Context: an optimization exercise on an open-source flow, tuned for small area. The choices shown serve that exercise and are no tape-out recipe. In this exercise RTL edits were held to simulation tests only and were not proved equivalent to the original. No driver is modelled on the clock port, so clock power and skew are understated where the tree is cut down; a real chip needs a root buffer or a tree. Power and IR drop assume default switching activity.

## run 1
==> flow/design.v <==
module top(
  input clk,
  input rst_n,
  input din_rx,
  output dout_tx_s1,
  output dout_tx_s2,
  output [31:0] addr_tx_s1,
  output [31:0] addr_tx_s2
    );
  reg [3:0] rp;
  reg [5:0] rc1;
  wire r_idle = rp[3] & ~rp[2] & rp[1];                      
  wire r_stop = rp[3] & rp[1] & ~rp[0];                      
  wire r_data = ~rp[1] | (~rp[2] & ~rp[0]) | (~rp[3] & rp[0]);
  wire r_bit0 = rp[3] & rp[2];                               
  wire r_bit1 = rp[3] & rp[0];                               
  wire rc1_51 = rc1[5] & ~rc1[3] & rc1[2] & ~rc1[1] & ~rc1[0];       
  wire strobe = r_data & rc1_51;                             
  wire rx_done = r_stop & din_rx & rc1_51;                   
  always @(posedge clk) begin
    if (!rst_n | rx_done)
      rp <= 4'd11;
    else if (r_idle ? !din_rx : (rc1_51 & ~r_stop))
      rp <= {rp[2:0], rp[3] ^ rp[0]};
  end
  always @(posedge clk) begin
    if (r_idle)
      rc1 <= 6'd7;
    else if (r_stop & !din_rx)
      rc1 <= rc1;                    
    else if (rc1_51)
      rc1 <= 6'd5;                   
    else
      rc1 <= {rc1[4:0], rc1[5] ^ rc1[0]};
  end
  reg [3:0] k;
  reg [1:0] sel;        
  reg pw;               
  reg pw_seen;          
  reg [15:0] wd;        
  reg [31:0] wan;       
  reg [1:0] b;
  reg [3:0] p;
  reg [5:0] c;
  reg [1:0] gn;         
  wire idle  = b[1] & ~b[0];
  wire byte0 = ~b[1] & ~b[0];
  wire byte1 = ~b[1] & b[0];
  wire byte2 = b[1] & b[0];
  wire p_wait = ~p[3] & p[2];                   
  wire p_stop = ~p[3] & ~p[1] & p[0];           
  wire c50 = ~c[5] & c[4] & ~c[3] & c[2] & ~c[1] & ~c[0];
  wire c_m2 = ~c[4] & c[3] & ~c[2] & ~c[1] & ~c[0];
  wire c_m1 = ~c[5] & ~c[3] & ~c[2] & ~c[1] & ~c[0];
  wire release_parser = byte1 & p_wait & c_m1;
  wire k_wait = k[2] & ~k[1] & k[0];            
  wire k_last = k[2] & k[1] & ~k[0];            
  wire start = rx_done & k_last & (pw | pw_seen);
  always @(posedge clk) begin
    if (!rst_n) begin
      k <= 4'd12;
      pw_seen <= 0;
    end else begin
      if (k_wait) begin
        if (release_parser) k <= 4'd12;
      end else if (rx_done)
        k <= {k[2:0], k[3] ^ k[0]};
      if (rx_done & k_last)
        pw_seen <= pw_seen | pw;
    end
  end
  always @(posedge clk) begin
    if (strobe & k[3] & k[2] & ~k[1]) begin      
      if (r_bit0) sel[0] <= din_rx;
      if (r_bit1) sel[1] <= din_rx;
    end
    if (strobe & k[3] & ~k[2] & k[0] & r_bit0)    
      pw <= din_rx;
  end
  wire wd_rx  = strobe & pw & ~k[3] & ~k[0];         
  wire wd_tx  = c50 & p[3] & ~b[1];
  always @(posedge clk) begin
    if (wd_rx | wd_tx)
      wd <= {wd_rx ? din_rx : wd[0], wd[15:1]};
    if (strobe & pw & k[1] & (k[0] | k[2]))           
      wan <= {~din_rx, wan[31:1]};
  end
  always @(posedge clk) begin
    if (start) begin
      p <= 4'd7;
      c <= 6'd6;
    end else if (c50) begin
      if (p_stop) begin
        p <= 4'd7;
        c <= 6'd4;
      end else begin
        p <= p + 4'd1;
        c <= 6'd32;
      end
    end else
      c <= {c[4:0], c[5] ^ c[0]};
  end
  always @(posedge clk) begin
    if (!rst_n)
      b <= 2'b10;
    else if (start)
      b <= 2'b00;
    else if (~idle & c50 & p_stop)
      b <= {b[0], ~b[1]};      
  end
  always @(posedge clk) begin
    if (!rst_n)
      gn <= 2'b11;
    else if (p_wait & c_m2 & (b[1] == b[0]))    
      gn <= b[1] ? 2'b11 : ~{sel == 2'b01, sel == 2'b10};
  end
  reg tx1, tx2;
  always @(posedge clk) begin
    if (!rst_n) begin
      tx1 <= 0;
      tx2 <= 0;
    end else if (idle | p_stop) begin
      tx1 <= 1;
      tx2 <= 1;
    end else if (c50) begin
      if (p_wait) begin
        tx1 <= 0;
        tx2 <= 0;
      end else if (p[3]) begin
        tx1 <= ~gn[0] & wd[0];
        tx2 <= ~gn[1] & wd[0];
      end
    end
  end
  assign dout_tx_s1 = tx1;
  assign dout_tx_s2 = tx2;
  wire [31:0] an = {wan[7:0], wan[15:8], wan[23:16], wan[31:24]};
  assign addr_tx_s1 = ~(an | {32{gn[0]}});
  assign addr_tx_s2 = ~(an | {32{gn[1]}});
endmodule
Settings: LEC_CHECK=0, CAP_MARGIN=0, CORE_MARGIN=2, CORE_UTILIZATION=70, PLACE_DENSITY=0.9, SLEW_MARGIN=0; clock period 5.0 ns.
standard.sh (not shown) runs the stock make flow with config.mk's settings and CLKGATE_MAP_FILE= SYNTH_SCRIPT=/design/flow/synth_recipe.tcl, a recipe that flattens the netlist after the stock synthesis.
==> flow/flow/run.sh <==
#!/bin/bash
# The standard layout (standard.sh) with these changes:
#  - after the standard synthesis, flow/resyn.sh re-maps its combinational
#    logic for area (flip-flops untouched, equivalence proven by Yosys);
#  - the port buffers are the smallest buffer cell;
#  - the clock tree is a single level of buffers built by flow/cts_pre.tcl;
#  - after the clock tree, cells with spare slack are shrunk (flow/cts_post.tcl).
set -euo pipefail
F=$(pwd)/flow
R=$(pwd)/orfs/results/$FLOW_PLATFORM/top/base
bash standard.sh synth > synth.log 2>&1
bash $F/resyn.sh $R $FLOW_HOME/platforms/$FLOW_PLATFORM > resyn.log 2>&1
rm -f $R/1_synth.odb $R/1_synth.sdc
MY_CTS_CELLS="sky130_fd_sc_hd__buf_8 sky130_fd_sc_hd__buf_8 sky130_fd_sc_hd__buf_8 sky130_fd_sc_hd__buf_6" bash standard.sh \
  "BUFFER_PORTS_ARGS=-buffer_cell sky130_fd_sc_hd__buf_1" \
  "PRE_CTS_TCL=$F/cts_pre.tcl" \
  "POST_CTS_TCL=$F/cts_post.tcl" \
  finish > layout.log 2>&1
==> flow/flow/area_s0.abc <==
strash
&get -n
&deepsyn -J 300 -S 0
&put
dch -f
amap
==> flow/flow/area_s12.abc <==
strash
&get -n
&deepsyn -J 300 -S 12
&put
dch -f
amap
==> flow/flow/area_s15.abc <==
strash
&get -n
&deepsyn -J 300 -S 15
&put
dch -f
amap
==> flow/flow/area_s3.abc <==
strash
&get -n
&deepsyn -J 300 -S 3
&put
dch -f
amap
==> flow/flow/cts_pre.tcl <==
set cts_cells $::env(MY_CTS_CELLS)
set cts_nbuf [llength $cts_cells]
set block [ord::get_db_block]
set db [ord::get_db]
set clknet [$block findNet clk]
set pts {}
foreach it [$clknet getITerms] {
  set inst [$it getInst]
  set box [$inst getBBox]
  lappend pts [list [expr {([$box xMin] + [$box xMax]) / 2.0}] [expr {([$box yMin] + [$box yMax]) / 2.0}] $it]
}
set n [llength $pts]
set sorted [lsort -real -index 0 $pts]
set cent {}
for {set g 0} {$g < $cts_nbuf} {incr g} {
  set e [lindex $sorted [expr {int(($g + 0.5) * $n / $cts_nbuf)}]]
  lappend cent [list [lindex $e 0] [lindex $e 1]]
}
set wsum 0
foreach c $cts_cells { set wsum [expr {$wsum + [lindex [split $c _] end]}] }
for {set g 0} {$g < $cts_nbuf} {incr g} {
  set capg($g) [expr {int(ceil(double($n) * [lindex [split [lindex $cts_cells $g] _] end] / $wsum))}]
}
for {set iter 0} {$iter < 50} {incr iter} {
  # balanced assignment: points in order of their best-distance, capped per cluster
  set cand {}
  foreach p $pts {
    for {set g 0} {$g < $cts_nbuf} {incr g} {
      set c [lindex $cent $g]
      lappend cand [list [expr {abs([lindex $p 0] - [lindex $c 0]) + abs([lindex $p 1] - [lindex $c 1])}] $g [lindex $p 2] [lindex $p 0] [lindex $p 1]]
    }
  }
  set cand [lsort -real -index 0 $cand]
  array unset asg
  array unset cnt
  for {set g 0} {$g < $cts_nbuf} {incr g} { set cnt($g) 0; set sx($g) 0.0; set sy($g) 0.0 }
  foreach c $cand {
    set it [lindex $c 2]
    if {[info exists asg($it)]} continue
    set g [lindex $c 1]
    if {$cnt($g) >= $capg($g)} continue
    set asg($it) $g
    incr cnt($g)
    set sx($g) [expr {$sx($g) + [lindex $c 3]}]
    set sy($g) [expr {$sy($g) + [lindex $c 4]}]
  }
  set cent {}
  for {set g 0} {$g < $cts_nbuf} {incr g} {
    lappend cent [list [expr {$sx($g) / max(1, $cnt($g))}] [expr {$sy($g) / max(1, $cnt($g))}]]
  }
}
for {set g 0} {$g < $cts_nbuf} {incr g} {
  set master [$db findMaster [lindex $cts_cells $g]]
  set inst [odb::dbInst_create $block $master "clkbuf_leaf_$g"]
  set net [odb::dbNet_create $block "clknet_leaf_$g"]
  $net setSigType CLOCK
  [$inst findITerm A] connect $clknet
  [$inst findITerm X] connect $net
  set c [lindex $cent $g]
  set w [$master getWidth]
  $inst setLocation [expr {int([lindex $c 0])}] [expr {int([lindex $c 1])}]
  $inst setPlacementStatus PLACED
  set gnet($g) $net
}
foreach p $pts {
  set it [lindex $p 2]
  $it disconnect
  $it connect $gnet($asg($it))
}
puts "my_cts: $n sinks in $cts_nbuf clusters of [array get cnt] driven by $cts_cells"
rename clock_tree_synthesis orfs_clock_tree_synthesis
proc clock_tree_synthesis {args} {
  set_propagated_clock [all_clocks]
}
Other scripts of this flow, unchanged in this note and not shown: flow/flow/area1.abc, flow/flow/cts_post.tcl, flow/flow/cutff.py, flow/flow/resyn.sh
Looking at the reports, run 1 completed the entire flow and the layout it produced met the timing, design-rule and antenna checks.
Setup changes, run 1 to run 2
--- a/flow/flow/run.sh
+++ b/flow/flow/run.sh
@@ -13,3 +13,3 @@
 rm -f $R/1_synth.odb $R/1_synth.sdc
-MY_CTS_CELLS="sky130_fd_sc_hd__buf_8 sky130_fd_sc_hd__buf_8 sky130_fd_sc_hd__buf_8 sky130_fd_sc_hd__buf_6" bash standard.sh \
+MY_CTS_NBUF=3 MY_CTS_CELL=sky130_fd_sc_hd__clkbuf_16 bash standard.sh \
   "BUFFER_PORTS_ARGS=-buffer_cell sky130_fd_sc_hd__buf_1" \
==> flow/flow/area2.abc (new file) <==
strash
&get -n
&deepsyn -T 20
&put
dch -f
amap
==> flow/flow/area3.abc (new file) <==
strash
&get -n
&deepsyn -T 20 -S 3
&put
dch -f
amap
==> flow/flow/area4.abc (new file) <==
strash
&get -n
&deepsyn -T 20
&put
strash
dch -f
amap
topo
dnsize
--- a/flow/flow/cts_pre.tcl
+++ b/flow/flow/cts_pre.tcl
@@ -1,3 +1,3 @@
-set cts_cells $::env(MY_CTS_CELLS)
-set cts_nbuf [llength $cts_cells]
+set cts_nbuf $::env(MY_CTS_NBUF)
+set cts_cell $::env(MY_CTS_CELL)
 set block [ord::get_db_block]
@@ -18,7 +18,3 @@
 }
-set wsum 0
-foreach c $cts_cells { set wsum [expr {$wsum + [lindex [split $c _] end]}] }
-for {set g 0} {$g < $cts_nbuf} {incr g} {
-  set capg($g) [expr {int(ceil(double($n) * [lindex [split [lindex $cts_cells $g] _] end] / $wsum))}]
-}
+set cap [expr {int(ceil(double($n) / $cts_nbuf))}]
 for {set iter 0} {$iter < 50} {incr iter} {
@@ -40,3 +36,3 @@
     set g [lindex $c 1]
-    if {$cnt($g) >= $capg($g)} continue
+    if {$cnt($g) >= $cap} continue
     set asg($it) $g
@@ -51,4 +47,4 @@
 }
+set master [$db findMaster $cts_cell]
 for {set g 0} {$g < $cts_nbuf} {incr g} {
-  set master [$db findMaster [lindex $cts_cells $g]]
   set inst [odb::dbInst_create $block $master "clkbuf_leaf_$g"]
@@ -69,3 +65,3 @@
 }
-puts "my_cts: $n sinks in $cts_nbuf clusters of [array get cnt] driven by $cts_cells"
+puts "my_cts: $n sinks in $cts_nbuf clusters of [array get cnt] driven by $cts_cell"
 rename clock_tree_synthesis orfs_clock_tree_synthesis
removed: flow/flow/area_s0.abc
removed: flow/flow/area_s12.abc
removed: flow/flow/area_s15.abc
removed: flow/flow/area_s3.abc
Notes after the runs:
- Having completed the whole flow, run 2 delivered a layout that passed the timing, design-rule and antenna checks.
- Looking at the reports, run 1 completed the entire flow and the layout it produced met the timing, design-rule and antenna checks.
- Compared with run 1, in run 2 met3 capacity usage during global routing ~0 delta, count of multi-input gates decreased by 3 relative to the old numbers.
- The higher path length in cells of the critical path came out of run 1.
- Total power (run 2 over run 1): increase, 15%
- Per the comparison of run 2 with run 1, post-synthesis average cell area grew by 1.8%, final worst hold slack fell by 0.015 ns, utilization went up by 0.26 points, clock network fraction of design power went down by 1.7 points, worst-skew pair later-pin latency increased by 0.02 ns relative to the old numbers.
- Run 2 against run 1: minimum setup slack in the final design went down 0.27 ns; final design area excluding fillers went up 0.33%.
Input changes introduced in run 3 (baseline for comparison: run 2):
--- a/flow/flow/run.sh
+++ b/flow/flow/run.sh
@@ -13,3 +13,3 @@
 rm -f $R/1_synth.odb $R/1_synth.sdc
-MY_CTS_NBUF=3 MY_CTS_CELL=sky130_fd_sc_hd__clkbuf_16 bash standard.sh \
+MY_CTS_CELLS="sky130_fd_sc_hd__buf_8 sky130_fd_sc_hd__buf_8 sky130_fd_sc_hd__buf_8 sky130_fd_sc_hd__buf_6" bash standard.sh \
   "BUFFER_PORTS_ARGS=-buffer_cell sky130_fd_sc_hd__buf_1" \
--- a/flow/flow/cts_pre.tcl
+++ b/flow/flow/cts_pre.tcl
@@ -1,3 +1,3 @@
-set cts_nbuf $::env(MY_CTS_NBUF)
-set cts_cell $::env(MY_CTS_CELL)
+set cts_cells $::env(MY_CTS_CELLS)
+set cts_nbuf [llength $cts_cells]
 set block [ord::get_db_block]
@@ -18,3 +18,7 @@
 }
-set cap [expr {int(ceil(double($n) / $cts_nbuf))}]
+set wsum 0
+foreach c $cts_cells { set wsum [expr {$wsum + [lindex [split $c _] end]}] }
+for {set g 0} {$g < $cts_nbuf} {incr g} {
+  set capg($g) [expr {int(ceil(double($n) * [lindex [split [lindex $cts_cells $g] _] end] / $wsum))}]
+}
 for {set iter 0} {$iter < 50} {incr iter} {
@@ -36,3 +40,3 @@
     set g [lindex $c 1]
-    if {$cnt($g) >= $cap} continue
+    if {$cnt($g) >= $capg($g)} continue
     set asg($it) $g
@@ -47,4 +51,4 @@
 }
-set master [$db findMaster $cts_cell]
 for {set g 0} {$g < $cts_nbuf} {incr g} {
+  set master [$db findMaster [lindex $cts_cells $g]]
   set inst [odb::dbInst_create $block $master "clkbuf_leaf_$g"]
@@ -65,3 +69,3 @@
 }
-puts "my_cts: $n sinks in $cts_nbuf clusters of [array get cnt] driven by $cts_cell"
+puts "my_cts: $n sinks in $cts_nbuf clusters of [array get cnt] driven by $cts_cells"
 rename clock_tree_synthesis orfs_clock_tree_synthesis
### Flow results
From run 2 to run 3 the numbers moved as follows: combinational share of power lower, clock latency on the worst-skew pair shows a reduction of 0.03 ns, proportion of power drawn by the clock network decreased by 0.7 points relative to the old numbers.
The inputs of run 4 differ from those of run 3 as listed below.
--- a/flow/flow/run.sh
+++ b/flow/flow/run.sh
@@ -13,3 +13,3 @@
 rm -f $R/1_synth.odb $R/1_synth.sdc
-MY_CTS_CELLS="sky130_fd_sc_hd__buf_8 sky130_fd_sc_hd__buf_8 sky130_fd_sc_hd__buf_8 sky130_fd_sc_hd__buf_6" bash standard.sh \
+MY_CTS_CELLS="sky130_fd_sc_hd__buf_12 sky130_fd_sc_hd__buf_12 sky130_fd_sc_hd__buf_12" bash standard.sh \
   "BUFFER_PORTS_ARGS=-buffer_cell sky130_fd_sc_hd__buf_1" \
Results
Looking at worst setup slack, run 4 sits 0.93 ns lower than run 3 does. Diff run 3 -> run 4: relative area change from synthesis to final layout shows a reduction of 0.32 points, final design instance area without fill shows a reduction of 0.36%. Between run 4 and run 3, the netlist area before placement figures differ only marginally.
The following lists how run 5 was set up differently from run 4:
==> flow/flow/area_s0.abc (new file) <==
strash
&get -n
&deepsyn -J 300 -S 0
&put
dch -f
amap
==> flow/flow/area_s12.abc (new file) <==
strash
&get -n
&deepsyn -J 300 -S 12
&put
dch -f
amap
==> flow/flow/area_s15.abc (new file) <==
strash
&get -n
&deepsyn -J 300 -S 15
&put
dch -f
amap
==> flow/flow/area_s3.abc (new file) <==
strash
&get -n
&deepsyn -J 300 -S 3
&put
dch -f
amap
removed: flow/flow/area2.abc
removed: flow/flow/area3.abc
removed: flow/flow/area4.abc
Findings:
Of run 4 and run 5, run 4 shows the lower setup slack, with run 5 above it.
| cell row count | run 4 vs run 5 | ≈ equal |
Looking at proportion of power drawn by the clock network across run 4 and run 5, the one that comes out higher is run 5.
Between run 4 and run 5, the flow reports worst IR drop on VDD decreasing by more than 10%.
Sort run 4 and run 5 by met2 global-route usage, ascending, and run 4 comes first.
Category of the critical setup timing path = reg -> reg: run 4; category of the critical setup timing path = in -> reg: run 5
No run of this note takes its clock network from TritonCTS; it comes from the design's own scripts or RTL.

what the ideal ports hide:
In the flow no input, the clock included, has a driving cell. The finished layouts below were timed again as built, in two steps. Step 1 assumes that a clkbuf_16 drives the clock port and a buf_2 every other input. Step 2 times the ports against the registers' clock, not the clock port: input delays grow and output delays shrink by t, the midpoint of the rising clock arrivals with the driver on. Slacks: no drivers / after step 1 / after step 2; pairs: no drivers / after step 1.
| run | shift t [ns] | setup WS [ns] | slew at the worst register clock pin (ns) |
|---|---|---|---|
| run 1 | 0.204 | 1.775 / 1.821 / 1.617 | 0.11 / 0.11 |
| run 2 | 0.214 | 1.508 / 1.508 / 1.508 | 0.10 / 0.10 |
| run 3 | 0.201 | 2.425 / 2.356 / 2.331 | 0.11 / 0.11 |
| run 4 | 0.193 | 1.497 / 1.497 / 1.497 | 0.10 / 0.10 |
| run 5 | 0.195 | 1.745 / 1.788 / 1.593 | 0.10 / 0.10 |
After both steps setup and hold are still met in every run listed. For run 1, which loses most, drivers alone change the setup slack by +0.046 ns; drivers and shift together by -0.158 ns.
